This design comes from an exercise in tuning for small area, a short achievable clock period and few clock cycles per item on the open sky130 flow, not from production work. Where RTL was checked, it was by simulation tests only, not by an equivalence proof against the original. No functional check of the RTL was part of runs 2 and 3. In every run shown here, the design's own scripts or RTL, not TritonCTS, make the clock network. The flow treats the clock pin as an ideal source. Dropping or thinning the clock tree relies on that and would not hold on a real chip.

`flow/flow/run.sh`:
```
#!/bin/bash
# The standard layout, except for two steps:
#  - each port is buffered by a small buf_1 cell instead of the cell that
#    buffer_ports picks by default (clkdlybuf4s50_1);
#  - the clock tree is built by flow/my_cts.tcl instead of TritonCTS: the
#    clock port drives 4 clkbuf_8 cells, each at the centre of a quarter of
#    the flip-flops, and each of them drives 2 clkbuf_16 leaf buffers at the
#    centres of smaller clusters.
# Each step's output goes to a log file of its own in this folder.
set -euo pipefail
export BUFFER_PORTS_ARGS="-buffer_cell sky130_fd_sc_hd__buf_1"
RES=orfs/results/${FLOW_PLATFORM}/sqrt/base
bash standard.sh place > standard_place.log 2>&1
RES=$RES CTS_NSUB=2 CTS_L1=sky130_fd_sc_hd__clkbuf_8 CTS_BUF=sky130_fd_sc_hd__clkbuf_16 \
  LIB=$(ls ${FLOW_HOME}/platforms/${FLOW_PLATFORM}/lib/sky130_fd_sc_hd__tt_025C_1v80.lib) \
  PLATFORM_DIR=${FLOW_HOME}/platforms/${FLOW_PLATFORM} \
  openroad -no_init -exit flow/my_cts.tcl > my_cts.log 2>&1
cp $RES/4_1_cts.odb $RES/4_cts.odb
touch $RES/4_cts.sdc
bash standard.sh > standard_finish.log 2>&1
```
`flow/flow/my_cts.tcl`:
```
# A two-level clock tree built by hand: the clock port drives 4 buffers
# (CTS_L1), each at the centre of a quarter of the flip-flops; each of them
# drives CTS_NSUB leaf buffers (CTS_BUF) at the centres of smaller clusters.
# Reads RES/3_place.odb and RES/3_place.sdc, writes RES/4_1_cts.odb and
# RES/4_cts.sdc.
set res  $::env(RES)
set nsub $::env(CTS_NSUB)
read_db $res/3_place.odb
read_liberty $::env(LIB)
read_sdc $res/3_place.sdc
source $::env(PLATFORM_DIR)/setRC.tcl

# k-means with a size limit; pts is a list of {x y}; returns the cluster
# index of each point and the centres
proc kmeans {pts nb} {
  set n [llength $pts]
  set order [lsort -real -indices [lmap p $pts {expr {[lindex $p 0] + 2 * [lindex $p 1]}}]]
  set cs {}
  for {set k 0} {$k < $nb} {incr k} {
    lappend cs [lindex $pts [lindex $order [expr {int(($k + 0.5) * $n / $nb)}]]]
  }
  set cap [expr {int(ceil(1.1 * $n / $nb))}]
  for {set iter 0} {$iter < 30} {incr iter} {
    set pairs {}
    for {set i 0} {$i < $n} {incr i} {
      lassign [lindex $pts $i] x y
      for {set k 0} {$k < $nb} {incr k} {
        lassign [lindex $cs $k] cx cy
        lappend pairs [list [expr {abs($x - $cx) + abs($y - $cy)}] $i $k]
      }
    }
    set cnt [lrepeat $nb 0]
    set asg [lrepeat $n -1]
    foreach p [lsort -real -index 0 $pairs] {
      lassign $p d i k
      if {[lindex $asg $i] >= 0 || [lindex $cnt $k] >= $cap} continue
      lset asg $i $k
      lset cnt $k [expr {[lindex $cnt $k] + 1}]
    }
    set sx [lrepeat $nb 0.0]; set sy [lrepeat $nb 0.0]
    for {set i 0} {$i < $n} {incr i} {
      set k [lindex $asg $i]
      lassign [lindex $pts $i] x y
      lset sx $k [expr {[lindex $sx $k] + $x}]
      lset sy $k [expr {[lindex $sy $k] + $y}]
    }
    for {set k 0} {$k < $nb} {incr k} {
      if {[lindex $cnt $k] > 0} {
        lset cs $k [list [expr {[lindex $sx $k] / [lindex $cnt $k]}] [expr {[lindex $sy $k] / [lindex $cnt $k]}]]
      }
    }
  }
  return [list $asg $cs $cnt]
}

set block [ord::get_db_block]
set clknet [$block findNet clk]
set sinks {}
set pts {}
foreach it [$clknet getITerms] {
  if {![$it isInputSignal]} continue
  lappend sinks $it
  set b [[$it getInst] getBBox]
  lappend pts [list [expr {([$b xMin] + [$b xMax]) / 2.0}] [expr {([$b yMin] + [$b yMax]) / 2.0}]]
}
puts "clock sinks: [llength $sinks]"

proc add_buf {block name master x y in_net} {
  set inst [odb::dbInst_create $block $master $name]
  $inst setLocation [expr {int($x)}] [expr {int($y)}]
  $inst setPlacementStatus PLACED
  set net [odb::dbNet_create $block "net_$name"]
  $net setSigType CLOCK
  [$inst findITerm A] connect $in_net
  [$inst findITerm X] connect $net
  return $net
}

set m1 [[ord::get_db] findMaster $::env(CTS_L1)]
set m2 [[ord::get_db] findMaster $::env(CTS_BUF)]
lassign [kmeans $pts 4] asg cs cnt
puts "level 1 clusters: $cnt"
for {set k 0} {$k < 4} {incr k} {
  set idx {}
  set sub {}
  for {set i 0} {$i < [llength $sinks]} {incr i} {
    if {[lindex $asg $i] == $k} { lappend idx $i; lappend sub [lindex $pts $i] }
  }
  lassign [lindex $cs $k] x y
  set n1 [add_buf $block "clkbuf_l1_$k" $m1 $x $y $clknet]
  lassign [kmeans $sub $nsub] asg2 cs2 cnt2
  puts "  level 2 clusters of $k: $cnt2"
  for {set j 0} {$j < $nsub} {incr j} {
    lassign [lindex $cs2 $j] x2 y2
    set leaf($j) [add_buf $block "clkbuf_l2_${k}_$j" $m2 $x2 $y2 $n1]
  }
  for {set t 0} {$t < [llength $idx]} {incr t} {
    set it [lindex $sinks [lindex $idx $t]]
    $it disconnect
    $it connect $leaf([lindex $asg2 $t])
  }
}
$clknet setSigType CLOCK
detailed_placement
check_placement -verbose
estimate_parasitics -placement
set_propagated_clock [all_clocks]
report_clock_latency
puts "worst setup [worst_slack -max] hold [worst_slack -min]"
write_db $res/4_1_cts.odb
unset_propagated_clock [all_clocks]
write_sdc $res/4_cts.sdc
```
`flow/standard.sh`:
```
#!/bin/bash
# synth_recipe.tcl (not shown) runs the flow's synth.tcl, then flattens the netlist and writes it again
# the make line also repeats each setting of config.mk as NAME=value (left out here)
make -C /OpenROAD-flow-scripts/flow DESIGN_CONFIG=/design/flow/config.mk WORK_HOME=/design/flow/orfs CLKGATE_MAP_FILE= SYNTH_SCRIPT=/design/flow/synth_recipe.tcl "${@:-finish}"
```
`flow/config.mk`:
```
export PLATFORM = sky130hd
export DESIGN_NAME = sqrt
export DESIGN_NICKNAME = sqrt
export VERILOG_FILES = /design/flow/design.v
export SDC_FILE = /design/flow/constraint.sdc
export NUM_CORES = 4
export LEC_CHECK = 0
export ABC_AREA = 1
export CAP_MARGIN = 20
export CORE_MARGIN = 2
export CORE_UTILIZATION = 40
export SLEW_MARGIN = 20
```
`flow/constraint.sdc`:
```
create_clock -name core_clock -period 30.0 [get_ports {clk}]
set_input_delay 6.0000 -clock core_clock [delete_from_list [all_inputs] [get_ports {clk}]]
set_output_delay 6.0000 -clock core_clock [all_outputs]
set_load 0.01 [all_outputs]
```
`flow/design.v`:
```
module sqrt #(parameter width=64)
(
input                           clk,
input                           rst_n,
input                           start,
input   [width - 1'b1 : 0]      sqrt_data,
output  [width/2 - 1'b1 : 0]    sqrt_o,
output                          done
);
reg                 idle;        
reg                 busy_o;      
reg                 first;       
reg  [63:0]         x;           
reg  [3:0]          n;           
reg  [3:0]          grp;         
reg  [31:0]         rem;         
reg                 neg_b;       
reg                 neg_c;
reg  [31:0]         root;        
wire busy   = ~idle;
wire accept = start & idle;
assign done   = ~busy_o;
assign sqrt_o = root;
wire [15:0] nz;
genvar gi;
generate
    for (gi = 0; gi < 16; gi = gi + 1) begin : g_nz
        assign nz[gi] = |x[gi*4 +: 4];
    end
endgenerate
wire [7:0] lv1;
wire [7:0] lp1;
generate
    for (gi = 0; gi < 8; gi = gi + 1) begin : g_l1
        assign lv1[gi] = nz[2*gi+1] | nz[2*gi];
        assign lp1[gi] = nz[2*gi+1];
    end
endgenerate
wire [3:0] lv2;
wire [1:0] lp2 [0:3];
generate
    for (gi = 0; gi < 4; gi = gi + 1) begin : g_l2
        assign lv2[gi] = lv1[2*gi+1] | lv1[2*gi];
        assign lp2[gi] = lv1[2*gi+1] ? {1'b1, lp1[2*gi+1]} : {1'b0, lp1[2*gi]};
    end
endgenerate
wire [1:0] lv3;
wire [2:0] lp3 [0:1];
generate
    for (gi = 0; gi < 2; gi = gi + 1) begin : g_l3
        assign lv3[gi] = lv2[2*gi+1] | lv2[2*gi];
        assign lp3[gi] = lv2[2*gi+1] ? {1'b1, lp2[2*gi+1]} : {1'b0, lp2[2*gi]};
    end
endgenerate
wire [3:0] lead = lv3[1] ? {1'b1, lp3[1]} : {1'b0, lp3[0]};
wire [3:0] lead1 = {lead[3:1], lead[0] | (lead[3:1] == 3'd0)};
wire [3:0] c    = first ? lead1 : n;
wire       last = (c[3:1] == 3'd0);
wire [3:0] bo [0:3];
generate
    for (gi = 0; gi < 4; gi = gi + 1) begin : g_bank
        wire [15:0] bank = {x[(12+gi)*4 +: 4], x[(8+gi)*4 +: 4], x[(4+gi)*4 +: 4], x[gi*4 +: 4]};
        wire [1:0]  bsel = c[3:2] - (gi > c[1:0]);
        assign bo[gi] = bank[bsel*4 +: 4];
    end
endgenerate
wire [1:0] c0 = c[1:0];
wire [1:0] c1 = c[1:0] - 2'd1;
wire [1:0] c2 = c[1:0] - 2'd2;
wire [3:0] ghi  = bo[c0];
wire [3:0] glo  = bo[c1];
wire [3:0] gpre = bo[c2];
wire [7:0] v8 = {ghi, glo};
reg  [3:0] s8;
reg  [5:0] r0;
always @* begin
    case (v8)
        8'd0: {s8, r0} = {4'd0, 6'd63};
        8'd1: {s8, r0} = {4'd1, 6'd0};
        8'd2: {s8, r0} = {4'd1, 6'd1};
        8'd3: {s8, r0} = {4'd1, 6'd2};
        8'd4: {s8, r0} = {4'd2, 6'd59};
        8'd5: {s8, r0} = {4'd2, 6'd60};
        8'd6: {s8, r0} = {4'd2, 6'd61};
        8'd7: {s8, r0} = {4'd2, 6'd62};
        8'd8: {s8, r0} = {4'd2, 6'd63};
        8'd9: {s8, r0} = {4'd3, 6'd0};
        8'd10: {s8, r0} = {4'd3, 6'd1};
        8'd11: {s8, r0} = {4'd3, 6'd2};
        8'd12: {s8, r0} = {4'd3, 6'd3};
        8'd13: {s8, r0} = {4'd3, 6'd4};
        8'd14: {s8, r0} = {4'd3, 6'd5};
        8'd15: {s8, r0} = {4'd3, 6'd6};
        8'd16: {s8, r0} = {4'd4, 6'd55};
        8'd17: {s8, r0} = {4'd4, 6'd56};
        8'd18: {s8, r0} = {4'd4, 6'd57};
        8'd19: {s8, r0} = {4'd4, 6'd58};
        8'd20: {s8, r0} = {4'd4, 6'd59};
        8'd21: {s8, r0} = {4'd4, 6'd60};
        8'd22: {s8, r0} = {4'd4, 6'd61};
        8'd23: {s8, r0} = {4'd4, 6'd62};
        8'd24: {s8, r0} = {4'd4, 6'd63};
        8'd25: {s8, r0} = {4'd5, 6'd0};
        8'd26: {s8, r0} = {4'd5, 6'd1};
        8'd27: {s8, r0} = {4'd5, 6'd2};
        8'd28: {s8, r0} = {4'd5, 6'd3};
        8'd29: {s8, r0} = {4'd5, 6'd4};
        8'd30: {s8, r0} = {4'd5, 6'd5};
        8'd31: {s8, r0} = {4'd5, 6'd6};
        8'd32: {s8, r0} = {4'd5, 6'd7};
        8'd33: {s8, r0} = {4'd5, 6'd8};
        8'd34: {s8, r0} = {4'd5, 6'd9};
        8'd35: {s8, r0} = {4'd5, 6'd10};
        8'd36: {s8, r0} = {4'd6, 6'd51};
        8'd37: {s8, r0} = {4'd6, 6'd52};
        8'd38: {s8, r0} = {4'd6, 6'd53};
        8'd39: {s8, r0} = {4'd6, 6'd54};
        8'd40: {s8, r0} = {4'd6, 6'd55};
        8'd41: {s8, r0} = {4'd6, 6'd56};
        8'd42: {s8, r0} = {4'd6, 6'd57};
        8'd43: {s8, r0} = {4'd6, 6'd58};
        8'd44: {s8, r0} = {4'd6, 6'd59};
        8'd45: {s8, r0} = {4'd6, 6'd60};
        8'd46: {s8, r0} = {4'd6, 6'd61};
        8'd47: {s8, r0} = {4'd6, 6'd62};
        8'd48: {s8, r0} = {4'd6, 6'd63};
        8'd49: {s8, r0} = {4'd7, 6'd0};
        8'd50: {s8, r0} = {4'd7, 6'd1};
        8'd51: {s8, r0} = {4'd7, 6'd2};
        8'd52: {s8, r0} = {4'd7, 6'd3};
        8'd53: {s8, r0} = {4'd7, 6'd4};
        8'd54: {s8, r0} = {4'd7, 6'd5};
        8'd55: {s8, r0} = {4'd7, 6'd6};
        8'd56: {s8, r0} = {4'd7, 6'd7};
        8'd57: {s8, r0} = {4'd7, 6'd8};
        8'd58: {s8, r0} = {4'd7, 6'd9};
        8'd59: {s8, r0} = {4'd7, 6'd10};
        8'd60: {s8, r0} = {4'd7, 6'd11};
        8'd61: {s8, r0} = {4'd7, 6'd12};
        8'd62: {s8, r0} = {4'd7, 6'd13};
        8'd63: {s8, r0} = {4'd7, 6'd14};
        8'd64: {s8, r0} = {4'd8, 6'd47};
        8'd65: {s8, r0} = {4'd8, 6'd48};
        8'd66: {s8, r0} = {4'd8, 6'd49};
        8'd67: {s8, r0} = {4'd8, 6'd50};
        8'd68: {s8, r0} = {4'd8, 6'd51};
        8'd69: {s8, r0} = {4'd8, 6'd52};
        8'd70: {s8, r0} = {4'd8, 6'd53};
        8'd71: {s8, r0} = {4'd8, 6'd54};
        8'd72: {s8, r0} = {4'd8, 6'd55};
        8'd73: {s8, r0} = {4'd8, 6'd56};
        8'd74: {s8, r0} = {4'd8, 6'd57};
        8'd75: {s8, r0} = {4'd8, 6'd58};
        8'd76: {s8, r0} = {4'd8, 6'd59};
        8'd77: {s8, r0} = {4'd8, 6'd60};
        8'd78: {s8, r0} = {4'd8, 6'd61};
        8'd79: {s8, r0} = {4'd8, 6'd62};
        8'd80: {s8, r0} = {4'd8, 6'd63};
        8'd81: {s8, r0} = {4'd9, 6'd0};
        8'd82: {s8, r0} = {4'd9, 6'd1};
        8'd83: {s8, r0} = {4'd9, 6'd2};
        8'd84: {s8, r0} = {4'd9, 6'd3};
        8'd85: {s8, r0} = {4'd9, 6'd4};
        8'd86: {s8, r0} = {4'd9, 6'd5};
        8'd87: {s8, r0} = {4'd9, 6'd6};
        8'd88: {s8, r0} = {4'd9, 6'd7};
        8'd89: {s8, r0} = {4'd9, 6'd8};
        8'd90: {s8, r0} = {4'd9, 6'd9};
        8'd91: {s8, r0} = {4'd9, 6'd10};
        8'd92: {s8, r0} = {4'd9, 6'd11};
        8'd93: {s8, r0} = {4'd9, 6'd12};
        8'd94: {s8, r0} = {4'd9, 6'd13};
        8'd95: {s8, r0} = {4'd9, 6'd14};
        8'd96: {s8, r0} = {4'd9, 6'd15};
        8'd97: {s8, r0} = {4'd9, 6'd16};
        8'd98: {s8, r0} = {4'd9, 6'd17};
        8'd99: {s8, r0} = {4'd9, 6'd18};
        8'd100: {s8, r0} = {4'd10, 6'd43};
        8'd101: {s8, r0} = {4'd10, 6'd44};
        8'd102: {s8, r0} = {4'd10, 6'd45};
        8'd103: {s8, r0} = {4'd10, 6'd46};
        8'd104: {s8, r0} = {4'd10, 6'd47};
        8'd105: {s8, r0} = {4'd10, 6'd48};
        8'd106: {s8, r0} = {4'd10, 6'd49};
        8'd107: {s8, r0} = {4'd10, 6'd50};
        8'd108: {s8, r0} = {4'd10, 6'd51};
        8'd109: {s8, r0} = {4'd10, 6'd52};
        8'd110: {s8, r0} = {4'd10, 6'd53};
        8'd111: {s8, r0} = {4'd10, 6'd54};
        8'd112: {s8, r0} = {4'd10, 6'd55};
        8'd113: {s8, r0} = {4'd10, 6'd56};
        8'd114: {s8, r0} = {4'd10, 6'd57};
        8'd115: {s8, r0} = {4'd10, 6'd58};
        8'd116: {s8, r0} = {4'd10, 6'd59};
        8'd117: {s8, r0} = {4'd10, 6'd60};
        8'd118: {s8, r0} = {4'd10, 6'd61};
        8'd119: {s8, r0} = {4'd10, 6'd62};
        8'd120: {s8, r0} = {4'd10, 6'd63};
        8'd121: {s8, r0} = {4'd11, 6'd0};
        8'd122: {s8, r0} = {4'd11, 6'd1};
        8'd123: {s8, r0} = {4'd11, 6'd2};
        8'd124: {s8, r0} = {4'd11, 6'd3};
        8'd125: {s8, r0} = {4'd11, 6'd4};
        8'd126: {s8, r0} = {4'd11, 6'd5};
        8'd127: {s8, r0} = {4'd11, 6'd6};
        8'd128: {s8, r0} = {4'd11, 6'd7};
        8'd129: {s8, r0} = {4'd11, 6'd8};
        8'd130: {s8, r0} = {4'd11, 6'd9};
        8'd131: {s8, r0} = {4'd11, 6'd10};
        8'd132: {s8, r0} = {4'd11, 6'd11};
        8'd133: {s8, r0} = {4'd11, 6'd12};
        8'd134: {s8, r0} = {4'd11, 6'd13};
        8'd135: {s8, r0} = {4'd11, 6'd14};
        8'd136: {s8, r0} = {4'd11, 6'd15};
        8'd137: {s8, r0} = {4'd11, 6'd16};
        8'd138: {s8, r0} = {4'd11, 6'd17};
        8'd139: {s8, r0} = {4'd11, 6'd18};
        8'd140: {s8, r0} = {4'd11, 6'd19};
        8'd141: {s8, r0} = {4'd11, 6'd20};
        8'd142: {s8, r0} = {4'd11, 6'd21};
        8'd143: {s8, r0} = {4'd11, 6'd22};
        8'd144: {s8, r0} = {4'd12, 6'd39};
        8'd145: {s8, r0} = {4'd12, 6'd40};
        8'd146: {s8, r0} = {4'd12, 6'd41};
        8'd147: {s8, r0} = {4'd12, 6'd42};
        8'd148: {s8, r0} = {4'd12, 6'd43};
        8'd149: {s8, r0} = {4'd12, 6'd44};
        8'd150: {s8, r0} = {4'd12, 6'd45};
        8'd151: {s8, r0} = {4'd12, 6'd46};
        8'd152: {s8, r0} = {4'd12, 6'd47};
        8'd153: {s8, r0} = {4'd12, 6'd48};
        8'd154: {s8, r0} = {4'd12, 6'd49};
        8'd155: {s8, r0} = {4'd12, 6'd50};
        8'd156: {s8, r0} = {4'd12, 6'd51};
        8'd157: {s8, r0} = {4'd12, 6'd52};
        8'd158: {s8, r0} = {4'd12, 6'd53};
        8'd159: {s8, r0} = {4'd12, 6'd54};
        8'd160: {s8, r0} = {4'd12, 6'd55};
        8'd161: {s8, r0} = {4'd12, 6'd56};
        8'd162: {s8, r0} = {4'd12, 6'd57};
        8'd163: {s8, r0} = {4'd12, 6'd58};
        8'd164: {s8, r0} = {4'd12, 6'd59};
        8'd165: {s8, r0} = {4'd12, 6'd60};
        8'd166: {s8, r0} = {4'd12, 6'd61};
        8'd167: {s8, r0} = {4'd12, 6'd62};
        8'd168: {s8, r0} = {4'd12, 6'd63};
        8'd169: {s8, r0} = {4'd13, 6'd0};
        8'd170: {s8, r0} = {4'd13, 6'd1};
        8'd171: {s8, r0} = {4'd13, 6'd2};
        8'd172: {s8, r0} = {4'd13, 6'd3};
        8'd173: {s8, r0} = {4'd13, 6'd4};
        8'd174: {s8, r0} = {4'd13, 6'd5};
        8'd175: {s8, r0} = {4'd13, 6'd6};
        8'd176: {s8, r0} = {4'd13, 6'd7};
        8'd177: {s8, r0} = {4'd13, 6'd8};
        8'd178: {s8, r0} = {4'd13, 6'd9};
        8'd179: {s8, r0} = {4'd13, 6'd10};
        8'd180: {s8, r0} = {4'd13, 6'd11};
        8'd181: {s8, r0} = {4'd13, 6'd12};
        8'd182: {s8, r0} = {4'd13, 6'd13};
        8'd183: {s8, r0} = {4'd13, 6'd14};
        8'd184: {s8, r0} = {4'd13, 6'd15};
        8'd185: {s8, r0} = {4'd13, 6'd16};
        8'd186: {s8, r0} = {4'd13, 6'd17};
        8'd187: {s8, r0} = {4'd13, 6'd18};
        8'd188: {s8, r0} = {4'd13, 6'd19};
        8'd189: {s8, r0} = {4'd13, 6'd20};
        8'd190: {s8, r0} = {4'd13, 6'd21};
        8'd191: {s8, r0} = {4'd13, 6'd22};
        8'd192: {s8, r0} = {4'd13, 6'd23};
        8'd193: {s8, r0} = {4'd13, 6'd24};
        8'd194: {s8, r0} = {4'd13, 6'd25};
        8'd195: {s8, r0} = {4'd13, 6'd26};
        8'd196: {s8, r0} = {4'd14, 6'd35};
        8'd197: {s8, r0} = {4'd14, 6'd36};
        8'd198: {s8, r0} = {4'd14, 6'd37};
        8'd199: {s8, r0} = {4'd14, 6'd38};
        8'd200: {s8, r0} = {4'd14, 6'd39};
        8'd201: {s8, r0} = {4'd14, 6'd40};
        8'd202: {s8, r0} = {4'd14, 6'd41};
        8'd203: {s8, r0} = {4'd14, 6'd42};
        8'd204: {s8, r0} = {4'd14, 6'd43};
        8'd205: {s8, r0} = {4'd14, 6'd44};
        8'd206: {s8, r0} = {4'd14, 6'd45};
        8'd207: {s8, r0} = {4'd14, 6'd46};
        8'd208: {s8, r0} = {4'd14, 6'd47};
        8'd209: {s8, r0} = {4'd14, 6'd48};
        8'd210: {s8, r0} = {4'd14, 6'd49};
        8'd211: {s8, r0} = {4'd14, 6'd50};
        8'd212: {s8, r0} = {4'd14, 6'd51};
        8'd213: {s8, r0} = {4'd14, 6'd52};
        8'd214: {s8, r0} = {4'd14, 6'd53};
        8'd215: {s8, r0} = {4'd14, 6'd54};
        8'd216: {s8, r0} = {4'd14, 6'd55};
        8'd217: {s8, r0} = {4'd14, 6'd56};
        8'd218: {s8, r0} = {4'd14, 6'd57};
        8'd219: {s8, r0} = {4'd14, 6'd58};
        8'd220: {s8, r0} = {4'd14, 6'd59};
        8'd221: {s8, r0} = {4'd14, 6'd60};
        8'd222: {s8, r0} = {4'd14, 6'd61};
        8'd223: {s8, r0} = {4'd14, 6'd62};
        8'd224: {s8, r0} = {4'd14, 6'd63};
        8'd225: {s8, r0} = {4'd15, 6'd0};
        8'd226: {s8, r0} = {4'd15, 6'd1};
        8'd227: {s8, r0} = {4'd15, 6'd2};
        8'd228: {s8, r0} = {4'd15, 6'd3};
        8'd229: {s8, r0} = {4'd15, 6'd4};
        8'd230: {s8, r0} = {4'd15, 6'd5};
        8'd231: {s8, r0} = {4'd15, 6'd6};
        8'd232: {s8, r0} = {4'd15, 6'd7};
        8'd233: {s8, r0} = {4'd15, 6'd8};
        8'd234: {s8, r0} = {4'd15, 6'd9};
        8'd235: {s8, r0} = {4'd15, 6'd10};
        8'd236: {s8, r0} = {4'd15, 6'd11};
        8'd237: {s8, r0} = {4'd15, 6'd12};
        8'd238: {s8, r0} = {4'd15, 6'd13};
        8'd239: {s8, r0} = {4'd15, 6'd14};
        8'd240: {s8, r0} = {4'd15, 6'd15};
        8'd241: {s8, r0} = {4'd15, 6'd16};
        8'd242: {s8, r0} = {4'd15, 6'd17};
        8'd243: {s8, r0} = {4'd15, 6'd18};
        8'd244: {s8, r0} = {4'd15, 6'd19};
        8'd245: {s8, r0} = {4'd15, 6'd20};
        8'd246: {s8, r0} = {4'd15, 6'd21};
        8'd247: {s8, r0} = {4'd15, 6'd22};
        8'd248: {s8, r0} = {4'd15, 6'd23};
        8'd249: {s8, r0} = {4'd15, 6'd24};
        8'd250: {s8, r0} = {4'd15, 6'd25};
        8'd251: {s8, r0} = {4'd15, 6'd26};
        8'd252: {s8, r0} = {4'd15, 6'd27};
        8'd253: {s8, r0} = {4'd15, 6'd28};
        8'd254: {s8, r0} = {4'd15, 6'd29};
        8'd255: {s8, r0} = {4'd15, 6'd30};
        default: {s8, r0} = 10'd0;
    endcase
end
wire [29:0] q0   = root[29:0];
wire        neg0 = rem[31];
wire [32:0] r1;
wire [29:0] qx0  = q0 ^ {{10{~neg_c}}, {10{~neg_b}}, {10{~neg0}}};
bk_add #(.W(33)) u_add1 (.a({rem[30:0], grp[3:2]}), .b({~neg0, qx0, 2'b11}), .s(r1));
wire        neg1 = r1[32];
wire [30:0] q1   = {q0, ~neg1};
wire [33:0] r2;
wire        t1   = neg0 ^ neg1;
bk_add #(.W(34)) u_add2 (.a({r1[31:0], grp[1:0]}), .b({~neg1, qx0 ^ {30{t1}}, 3'b011}), .s(r2));
wire        neg2 = r2[33];
wire idle_nx = accept ? 1'b0 : (idle | last);
always @(posedge clk or negedge rst_n) begin
    if (!rst_n) begin
        idle   <= 1'b1;
        busy_o <= 1'b0;
    end else begin
        idle   <= idle_nx;
        busy_o <= ~idle_nx;
    end
end
always @(posedge clk) begin
    first <= idle;
    if (idle)
        x <= sqrt_data;
    n   <= c - 1'b1;
    grp <= gpre;
    rem <= first ? {{26{r0[5]}}, r0} : r2[31:0];
    neg_b <= first ? r0[5] : r2[33];
    neg_c <= first ? r0[5] : r2[32];
    if (busy)
        root <= first ? {28'd0, s8} : {q1, ~neg2};
end
endmodule
module bk_add #(parameter W=33)
(
input   [W-1:0] a,
input   [W-1:0] b,
output  [W-1:0] s
);
wire [W-1:0] g = a & b;
wire [W-1:0] p = a ^ b;
reg  [W-1:0] G, P;
integer i, k;
always @* begin
    G = g;
    P = p;
    for (k = 1; k < W; k = k*2)
        for (i = 2*k-1; i < W; i = i + 2*k) begin
            G[i] = G[i] | (P[i] & G[i-k]);
            P[i] = P[i] & P[i-k];
        end
    for (k = 32; k >= 1; k = k/2)
        if (2*k < W)
            for (i = 3*k-1; i < W; i = i + 2*k) begin
                G[i] = G[i] | (P[i] & G[i-k]);
                P[i] = P[i] & P[i-k];
            end
end
assign s = p ^ {G[W-2:0], 1'b0};
endmodule
```
==> impl_results.md, run 1 <==
- Number of global-route vias before repair: ~7300
- Final nets: 1293
- Sequential element share of the synthesized area: 39.5%
- Slew Viols, Final: 0
- FF+latch area: 3800 sq um
- Top Ports: 100
- Fmax achieved: 143 MHz
- WP data arrival: slightly below 1 ns
- Final Setup Violations: 0
- Critical path's largest stage delay: 0.51 ns
- Post-Route WL: approximately 22 mm
- Most frequent cell after synthesis: nand2_1
- FF-to-FF End: root[0]
- R2R setup slack: 23.11 ns
- CP Max Fanout: 3
- Top cells by count, synth: nand2_1, edfxtp_1, nand3_1
- Syn_area_per_cell: 9.30 sq um
- Synth Net Count: roughly 1200
- Crit path max-delay cell type: edfxtp_1
- Die Area: 25300 sq um
- Hold path cells: 1
- WP buf/inv: 1
- Core area: 23500 sq um
- Final Critical Period: 6.99 ns
- Multi-input logic area: 5300 sq um
- Gpl congestion: 0.916
- Outcome: timing/DRC/antenna clean
- FF+latch count, synth: ~140
- Startpoint Class: register
- HP Class: reg2reg
- DRT Pass-1 Iters: 5
- Distinct cells, synth: 58
- Crit Path Category: reg2out
- Dominant register cell in the synthesized netlist: edfxtp_1
- Gate Count Post-Synth: between 1000 and 1500
- Top cell type's share of synthesized area: 30.0%
- Crit path required time: 24.00 ns
- GRT Overall Usage: between 10% and 20%
- Starting Density: between 40% and 50%
- Global-route wire length before repair: 36.9 mm
- Share of layout cells above drive strength 1: 7.86%
- Ys async rst share: 1.42%
- Slew @ Worst Pin: ~0.97 ns
- Ant diodes: 0
- Hold Path End: rem[0]
- P&R area growth vs syn: 9.32%
- DR vias: 7175
- Final clock skew: 0.0360 ns
- Min-delay src: grp[0]
- Fin crit share: 23.3%
- Worst hold margin: 0.439 ns
- 1st-iter DRT viols: 370
- DP HPWL: approximately 17 mm
- Pre-CTS WS: between 20 and 25 ns
- Worst path cell trace: buf_1
- Slew headroom: 35.0%
- Drt wl/cell: 15.4 microns
- Cell taking the most area after synthesis: edfxtp_1
- Initial antenna violation count: 0
- DIE WIDTH: 159 microns
- Buffers on Ports: 99
- Crit path depth: 1
- Setup TNS after final layout: 0 ns
- Die Span Y: 159 microns
- Vias/cell: about 5.0
- Final Hold Fails: 0
- Pin count of the biggest net entering global routing: 67
- Setup ws final: 23.01 ns
- # rows: 56
- FILL cells: 2356
- RSZ-0062 raised after global routing: no
- Remaining antenna violation count: 0
- Clk pin slew, worst setup/hold paths: about 0.090 ns
- Worst setup EP type: output pin
- Final core utilization: ~45%
- Reg2Reg Depth: 36
- Number of max-cap violations: 0
- Synth top area cells: edfxtp_1, ha_1, dfxtp_1
- Post-Syn Area: 9610 sq um
- EDFF count, synth: 96
- Remaining global-route overflow: 0
- CP top delay family: flip-flops
- Residual DRC: 0
- R2r startpoint: rem[31]
- Yosys Warn Count: 3
- Clock Latency Late Sink: between 0.3 and 0.4 ns
## placed cells by master, fill, tap and decap left out, drive strengths merged, types with 2 or more instances in the layout
master / count
a41oi: 4
a31oi: 3
or2: 3
inv: 93
mux2i: 24
a31o: 3
xnor2: 60
o21bai: 2
a21o: 4
nor2: 96
a21oi: 42
nand2: 212
nand3: 107
and2: 5
fa: 30
o211ai: 2
buf: 103
xor2: 21
edfxtp: 96
o21ai: 40
a221oi: 3
clkbuf: 12
nand4: 12
ha: 75
a211oi: 5
nor4: 3
o31ai: 2
nand3b: 3
dfxtp: 43
## cell families (layout without fill, tap and decap cells)
logic type | after synthesis | in the layout | share of synthesized area (%)
AOI/OAI and AO/OA | 117 | 117 | 7.40
and+or+nand+nor | 442 | 442 | 21.7
muxes | 25 | 25 | 2.62
DFF | 141 | 141 | 39.5
xor gates and xnor gates | 81 | 81 | 7.38
buffers and inverters | 122 | 208 | 5.39
adders and majority gates | 105 | 105 | 16.0
## area by class of cell
class	instances	share of cell area, %
Buffer	12	2.43
Inverter	93	3.32
Multi-Input combinational cell	770	50.5
Sequential cell	141	36.1
Tap cell	319	3.80
Timing Repair Buffer	103	3.82
## state kept, by name (all words and copies together) (netlist names), 4 cells and up
| name | flops |
|---|---|
| n | 4 |
| x | 64 |
| rem | 32 |
| grp | 4 |
| root | 32 |
## routing by layer
layer | vias to the layer above | GRT usage, % | part of all wire, %
li1 | 3657 | - | -
met1 | 3344 | 22.7 | 44
met2 | 147 | 32.6 | 50
met3 | 27 | 1.43 | 3.7
met4 | 0 | 2.89 | 2.0
met5 | - | 0 | 0
## how the worst max path moves through the flow
stage / start / endpoint
final: root[3] / sqrt_o[3]
after global placement: rem[31] / root[0]
after global routing: rem[31] / root[0]
after detailed placement: rem[31] / root[0]
after floorplan: root[1] / sqrt_o[1]
## through the flow
| stage | cell area, sq um | std cells |
|---|---|---|
| finish | 10500 | 1438 |
| global route | 10500 | 1438 |
| detailed placement | 10200 | 1426 |
| global placement | 10200 | 1426 |
| floorplan | 9610 | 1033 |
Testbench counts, summed over its fixed seeds: cycles 40,378, ops 4,800.
==> run 2: changes to the inputs <==
--- a/flow/design.v
+++ b/flow/design.v
@@ -343,6 +343,8 @@
 wire [30:0] q1   = {q0, ~neg1};
 wire [33:0] r2;
-wire        t1   = neg0 ^ neg1;
-bk_add #(.W(34)) u_add2 (.a({r1[31:0], grp[1:0]}), .b({~neg1, qx0 ^ {30{t1}}, 3'b011}), .s(r2));
+wire        t1a  = neg0  ^ neg1;
+wire        t1b  = neg_b ^ neg1;
+wire        t1c  = neg_c ^ neg1;
+bk_add #(.W(34)) u_add2 (.a({r1[31:0], grp[1:0]}), .b({~neg1, qx0 ^ {{10{t1c}}, {10{t1b}}, {10{t1a}}}, 3'b011}), .s(r2));
 wire        neg2 = r2[33];
 wire idle_nx = accept ? 1'b0 : (idle | last);
==> impl_results.md, run 2 <==
- Outcome: timing/DRC/antenna clean
- Clock Latency Late Sink: 0.30 ns
- CP dominant cell by count: nand2_1
- Ant diodes: 0
- FF+latch area: 3800 sq um
- Fmax achieved: roughly 130 MHz
- Final Setup Violations: 0
- Ys async rst share: 1.42%
- Largest register by flop count: x
- Crit Path Category: reg2reg
- Core area: 23600 sq um
- Max FFs per register: 64
- Yosys Warn Count: 3
- Top cell type's share of synthesized area: 29.8%
- WP buf/inv: 3
- Critical path's largest stage delay: a little over 0.8 ns
- Most frequent cells in the layout: nand2_1, buf_1, edfxtp_1
- Die Area: 25500 sq um
- Hold path cells: 1
- Starting Density: 41.0%
- Dominant register cell in the synthesized netlist: edfxtp_1
- P&R area growth vs syn: 9.53%
- Slew Viols, Final: 0
- Remaining antenna violation count: 0
- Post-Route WL: 21.2 mm
- Top cells by count, synth: nand2_1, edfxtp_1, inv_1
- Clk pin slew, worst setup/hold paths: roughly 0.090 ns
- Synth top area cells: edfxtp_1, ha_1, dfxtp_1
- Residual DRC: 0
- Commonest non-fill, non-tap cell in the layout: nand2_1
- Worst hold margin: 0.419 ns
- Remaining global-route overflow: 0
- Syn_area_per_cell: 9.33 sq um
- DP HPWL: 16.3 mm
- Final instance area: 10600 sq um
- Distinct cells, synth: 54
- 1st-iter DRT viols: around 280
- Startpoint Class: register
- Buffers on Ports: 99
- WP data arrival: 7.50 ns
- DRT Pass-1 Iters: 7
- Initial antenna violation count: 1
- EDFF count, synth: 96
- Drt wl/cell: 14.6 microns
- Share of layout cells above drive strength 1: 8.16%
- Cell taking the most area after synthesis: edfxtp_1
- Final nets: roughly 1300
- Final clock skew: ~0.022 ns
- Top Ports: 100
- Slew @ Worst Pin: roughly 0.79 ns
- Synth Net Count: 1210
- FF+latch count, synth: about 140
- Most frequent cell after synthesis: nand2_1
- Die Span Y: 160 microns
- Global-route wire length before repair: 35.4 mm
- Reg2Reg Depth: 40
- Crit path required time: 30.05 ns
- Gpl congestion: 0.890
- Gate Count Post-Synth: 1038
- Placed cell area: about 10000 sq um
- GRT Overall Usage: 16.6%
- Worst setup EP type: register
- DR vias: approximately 7000
- Crit path max-delay cell type: dfxtp_1
- Sequential element share of the synthesized area: 39.2%
- Fin crit share: about a quarter
- HP Class: reg2reg
- FILL cells: 2305
- Setup TNS after final layout: 0 ns
- CP top delay family: simple AND/OR/NAND/NOR gates
- Post-Syn Area: 9680 sq um
- Crit path depth: 40
- Vias/cell: 4.89
- Final Critical Period: 7.45 ns
- Multi-input logic area: roughly 5400 sq um
- Slew headroom: between 40% and 50%
- DIE WIDTH: around 160 microns
- RSZ-0062 raised after global routing: no
- Final Hold Fails: 0
- # rows: 56
- Number of max-cap violations: 0
- Pin count of the biggest net entering global routing: 67
- CP Max Fanout: 12
- Biggest registers after layout: x (64), rem (32), root (32)
- Number of global-route vias before repair: 7110
==> run 2: changes by cell type after synthesis, moves of 5 or more <==
cell,delta
nand3_1,-7
xor2_1,+21
buf_1,+5
o21ai_0,+6
nor2_4,+5
inv_1,+9
xnor2_1,-20
==> run 2: logic make-up after synthesis <==
family	synth area share, %
AND/OR/NAND/NOR	21.6
buffers and inverters	5.39
AO/OA/AOI/OAI	7.72
XOR/XNOR	7.99
adder cells (fa/ha/maj)	15.9
multiplexers	2.18
flip-flops	39.2
==> run 2: through the flow <==
step                      std cells  setup WS (ns)  utilization, %
after floorplan                1038          23.32               -
after global placement         1435          22.72            43.8
after detailed placement       1435          22.49            43.8
after global routing           1447          21.52            44.9
final                          1447          22.55            44.9
==> run 2: layout make-up <==
class	count	share of cell area [%]
Buffer	12	2.41
Inverter	99	3.50
Multi-Input combinational cell	771	50.6
Sequential cell	141	35.8
Tap cell	319	3.76
Timing Repair Buffer	105	3.93
==> run 2: worst register-to-register path: cells and delay by family (launching register included) <==
kind | cells | cell delay (ns)
AO/OA/AOI/OAI | 7 | 1.64
AND/OR/NAND/NOR | 23 | 2.72
flip-flops | 1 | 0.83
XOR/XNOR | 4 | 0.99
buffers and inverters | 3 | 0.18
adder cells (fa/ha/maj) | 3 | 0.87
==> run 2: layer usage <==
metal | wire [microns] | up-vias | track usage [%]
met5 | 0 | - | 0
met4 | 401 | 0 | 3.06
met3 | 798 | 32 | 1.43
met2 | 10500 | 144 | 29.9
met1 | 9480 | 3228 | 22.0
li1 | - | 3669 | -
==> run 2: worst paths after layout <==
path / startpoint / end / slack (ns)
setup reg to reg: rem[31] / root[0] / 22.55
hold / removal: grp[0] / rem[0] / 0.42
hold reg to reg: grp[0] / rem[0] / 0.42
setup / recovery: rem[31] / root[0] / 22.55
max in group asynchronous: rst_n / idle / 24.31
min in group asynchronous: rst_n / busy_o / 5.48
==> run 3: changes to the inputs <==
--- a/flow/design.v
+++ b/flow/design.v
@@ -54,7 +54,7 @@
 endgenerate
 wire [3:0] lead = lv3[1] ? {1'b1, lp3[1]} : {1'b0, lp3[0]};
-wire [3:0] lead1 = {lead[3:1], lead[0] | (lead[3:1] == 3'd0)};
-wire [3:0] c    = first ? lead1 : n;
-wire       last = (c[3:1] == 3'd0);
+wire [3:0] lead2 = (lead[3:1] == 3'd0) ? 4'd2 : lead;
+wire [3:0] c    = first ? lead2 : n;
+wire       last = first ? (lead <= 4'd2) : (c[3:1] == 3'd0);
 wire [3:0] bo [0:3];
 generate
@@ -68,7 +68,9 @@
 wire [1:0] c1 = c[1:0] - 2'd1;
 wire [1:0] c2 = c[1:0] - 2'd2;
+wire [1:0] c3 = c[1:0] - 2'd3;
 wire [3:0] ghi  = bo[c0];
 wire [3:0] glo  = bo[c1];
-wire [3:0] gpre = bo[c2];
+wire [3:0] g3   = bo[c2];
+wire [3:0] gpre = first ? bo[c3] : bo[c2];
 wire [7:0] v8 = {ghi, glo};
 reg  [3:0] s8;
@@ -335,4 +337,11 @@
     endcase
 end
+wire       fn0  = r0[5];
+wire [8:0] f1   = {r0[5], r0, g3[3:2]} + {~fn0, ~fn0, fn0 ? {1'b0, s8} : ~{1'b0, s8}, 2'b11};
+wire       fn1  = f1[8];
+wire [4:0] fq1  = {s8, ~fn1};
+wire [8:0] f2   = {f1[6:0], g3[1:0]} + {~fn1, fn1 ? {1'b0, fq1} : ~{1'b0, fq1}, 2'b11};
+wire       fn2  = f2[8];
+wire [5:0] fq2  = {fq1, ~fn2};
 wire [29:0] q0   = root[29:0];
 wire        neg0 = rem[31];
@@ -343,8 +352,6 @@
 wire [30:0] q1   = {q0, ~neg1};
 wire [33:0] r2;
-wire        t1a  = neg0  ^ neg1;
-wire        t1b  = neg_b ^ neg1;
-wire        t1c  = neg_c ^ neg1;
-bk_add #(.W(34)) u_add2 (.a({r1[31:0], grp[1:0]}), .b({~neg1, qx0 ^ {{10{t1c}}, {10{t1b}}, {10{t1a}}}, 3'b011}), .s(r2));
+wire        t1   = neg0 ^ neg1;
+bk_add #(.W(34)) u_add2 (.a({r1[31:0], grp[1:0]}), .b({~neg1, qx0 ^ {30{t1}}, 3'b011}), .s(r2));
 wire        neg2 = r2[33];
 wire idle_nx = accept ? 1'b0 : (idle | last);
@@ -362,11 +369,11 @@
     if (idle)
         x <= sqrt_data;
-    n   <= c - 1'b1;
+    n   <= first ? c - 2'd2 : c - 1'b1;
     grp <= gpre;
-    rem <= first ? {{26{r0[5]}}, r0} : r2[31:0];
-    neg_b <= first ? r0[5] : r2[33];
-    neg_c <= first ? r0[5] : r2[32];
+    rem <= first ? {{23{f2[8]}}, f2} : r2[31:0];
+    neg_b <= first ? f2[8] : r2[33];
+    neg_c <= first ? f2[8] : r2[32];
     if (busy)
-        root <= first ? {28'd0, s8} : {q1, ~neg2};
+        root <= first ? {26'd0, fq2} : {q1, ~neg2};
 end
 endmodule
==> impl_results.md, run 3 <==
- Outcome: timing/DRC/antenna clean
- Setup ws final: ~21 ns
- Final std cells w/o fill: 1624
- Final Setup Violations: 0
- Critical path's largest stage delay: 0.53 ns
- Cell taking the most area after synthesis: edfxtp_1
- Post-Syn Area: 10400 sq um
- Global-route wire length before repair: 38.7 mm
- Top cells by count, synth: nand2_1, inv_1, edfxtp_1
- Remaining antenna violation count: 0
- Setup TNS after final layout: 0 ns
- DIE WIDTH: 165 microns
- Die Area: 27400 sq um
- Dominant register cell in the synthesized netlist: edfxtp_1
- Post-Route WL: 23.3 mm
- Final core utilization: 43.9%
- Synth top area cells: edfxtp_1, nand2_1, ha_1
- Residual DRC: 0
- CP dominant cell by count: nand2_1
- Synth Net Count: approximately 1400
- Remaining global-route overflow: 0
- Crit path max-delay cell type: a21oi_1
- Placed Cells: 1612
- Slew headroom: 45.2%
- Slew Viols, Final: 0
- GRT Overall Usage: 17.3%
- Final clock skew: between 0.015 and 0.02 ns
- Final nets: 1476
- Number of global-route vias before repair: 7938
- Worst setup EP type: register
- 1st-iter DRT viols: 471
- Number of max-cap violations: 0
- Syn_area_per_cell: between 8 and 9 sq um
- Buffers on Ports: between 90 and 100
- WP buf/inv: 4
- CP top delay family: simple AND/OR/NAND/NOR gates
- HP Class: reg2reg
- Yosys Warn Count: 3
- Final Hold Fails: 0
- Hold path cells: 1
- DP HPWL: approximately 18 mm
- Crit path required time: 30.16 ns
- Vias/cell: about 5.0
- Gpl congestion: roughly 0.90
- Fin crit share: 29.4%
- Starting Density: between 40% and 50%
- P&R area growth vs syn: 8.83%
- Max FFs per register: 64
- Ant diodes: 0
- Fmax achieved: ~110 MHz
- Die Span Y: 165 microns
- DRT Pass-1 Iters: 6
- Biggest registers after layout: x (64), rem (32), root (32)
- Most frequent cells in the layout: nand2_1, inv_1, buf_1
- WP data arrival: roughly 9 ns
- Largest register by flop count: x
- Share of layout cells above drive strength 1: 6.05%
- RSZ-0062 raised after global routing: no
- Reg2Reg Depth: between 40 and 50
- Sequential element share of the synthesized area: 36.4%
- Top Ports: 100
- EDFF count, synth: 96
- DR vias: a little over 8000
- Initial antenna violation count: 1
- Commonest non-fill, non-tap cell in the layout: nand2_1
- Crit path depth: between 40 and 50
- Pin count of the biggest net entering global routing: a little under 70
- Top cell type's share of synthesized area: 27.6%
- Slew @ Worst Pin: 0.820 ns
- Gate Count Post-Synth: 1205
- # rows: 59
- CP Max Fanout: 26
- Clk pin slew, worst setup/hold paths: approximately 0.090 ns
- Clock Latency Late Sink: 0.30 ns
- Crit Path Category: reg2reg
- Ys async rst share: 1.42%
- Final Critical Period: 8.83 ns
- Pre-CTS WS: 21.17 ns
- Startpoint Class: register
- FF+latch count, synth: 141
- Core area: about 26000 sq um
- Distinct cells, synth: 62
- Drt wl/cell: 14.4 microns
- Most frequent cell after synthesis: nand2_1
[run 3: final timing paths]
check | from | slack, ns | endpoint
max in group asynchronous | rst_n | 24.29 | idle
hold reg to reg | grp[0] | 0.46 | rem[0]
setup / recovery | x[62] | 21.17 | rem[27]
min in group asynchronous | rst_n | 5.49 | busy_o
hold / removal | grp[0] | 0.46 | rem[0]
setup reg to reg | x[62] | 21.17 | rem[27]
[run 3: stage by stage]
stage / instance area (sq um) / hold WS [ns]
after global placement: 11100 / 0.428
after floorplan: 10400 / 0.411
after global routing: 11300 / 0.488
final: 11300 / 0.457
after detailed placement: 11100 / 0.439
[run 3: layout make-up]
type | instances | area, sq um
flip-flops and latches | 141 | 3800
inverters | 114 | 430
well taps | 335 | 419
repair buffers | 103 | 402
plain buffers | 12 | 255
multi-input cells | 919 | 6040
fillers | 2587 | 14500
[run 3: cells by family after synthesis]
logic type      after synthesis  synth area share [%]
buf+inv                     145                  5.81
fa+ha+maj                   118                  16.3
flops                       141                  36.4
mux                          17                  1.67
simple gates                527                  22.2
compound gates              166                  10.0
xor+xnor                     91                  7.64
[run 3: layer usage]
metal  up-vias  GRT usage (%)  share of wire [%]
met5         -              0              0.056
met4         2           3.41                2.1
met3        34           1.32                4.2
met2       183           31.7                 50
met1      3766           22.4                 44
li1       4201              -                  -

[port drivers added, routing unchanged]
Ports are ideal in the flow. The routed layouts listed here were re-timed in OpenROAD. Step 1 (the two cells are an assumption about what drives the block):
set clk [get_ports {clk}]
set_driving_cell -lib_cell sky130_fd_sc_hd__clkbuf_16 $clk
set_driving_cell -lib_cell sky130_fd_sc_hd__buf_2 [delete_from_list [all_inputs] $clk]
Step 2 times the ports against the registers' clock, not the clock port: input delays grow and output delays shrink by t, the midpoint of the rising clock arrivals with the driver on. Three values: ideal ports, drivers, drivers and shift; two values: the first two.
| run | shift t [ns] | slack for setup (ns) | worst setup path at the end |
|---|---|---|---|
| run 1 | 0.372 | 23.007 / 22.925 / 23.113 | register to register |
| run 2 | 0.372 | 22.554 / 22.554 / 22.554 | register to register |
| run 3 | 0.381 | 21.169 / 21.169 / 21.169 | register to register |
After both steps every run listed still meets setup and hold.
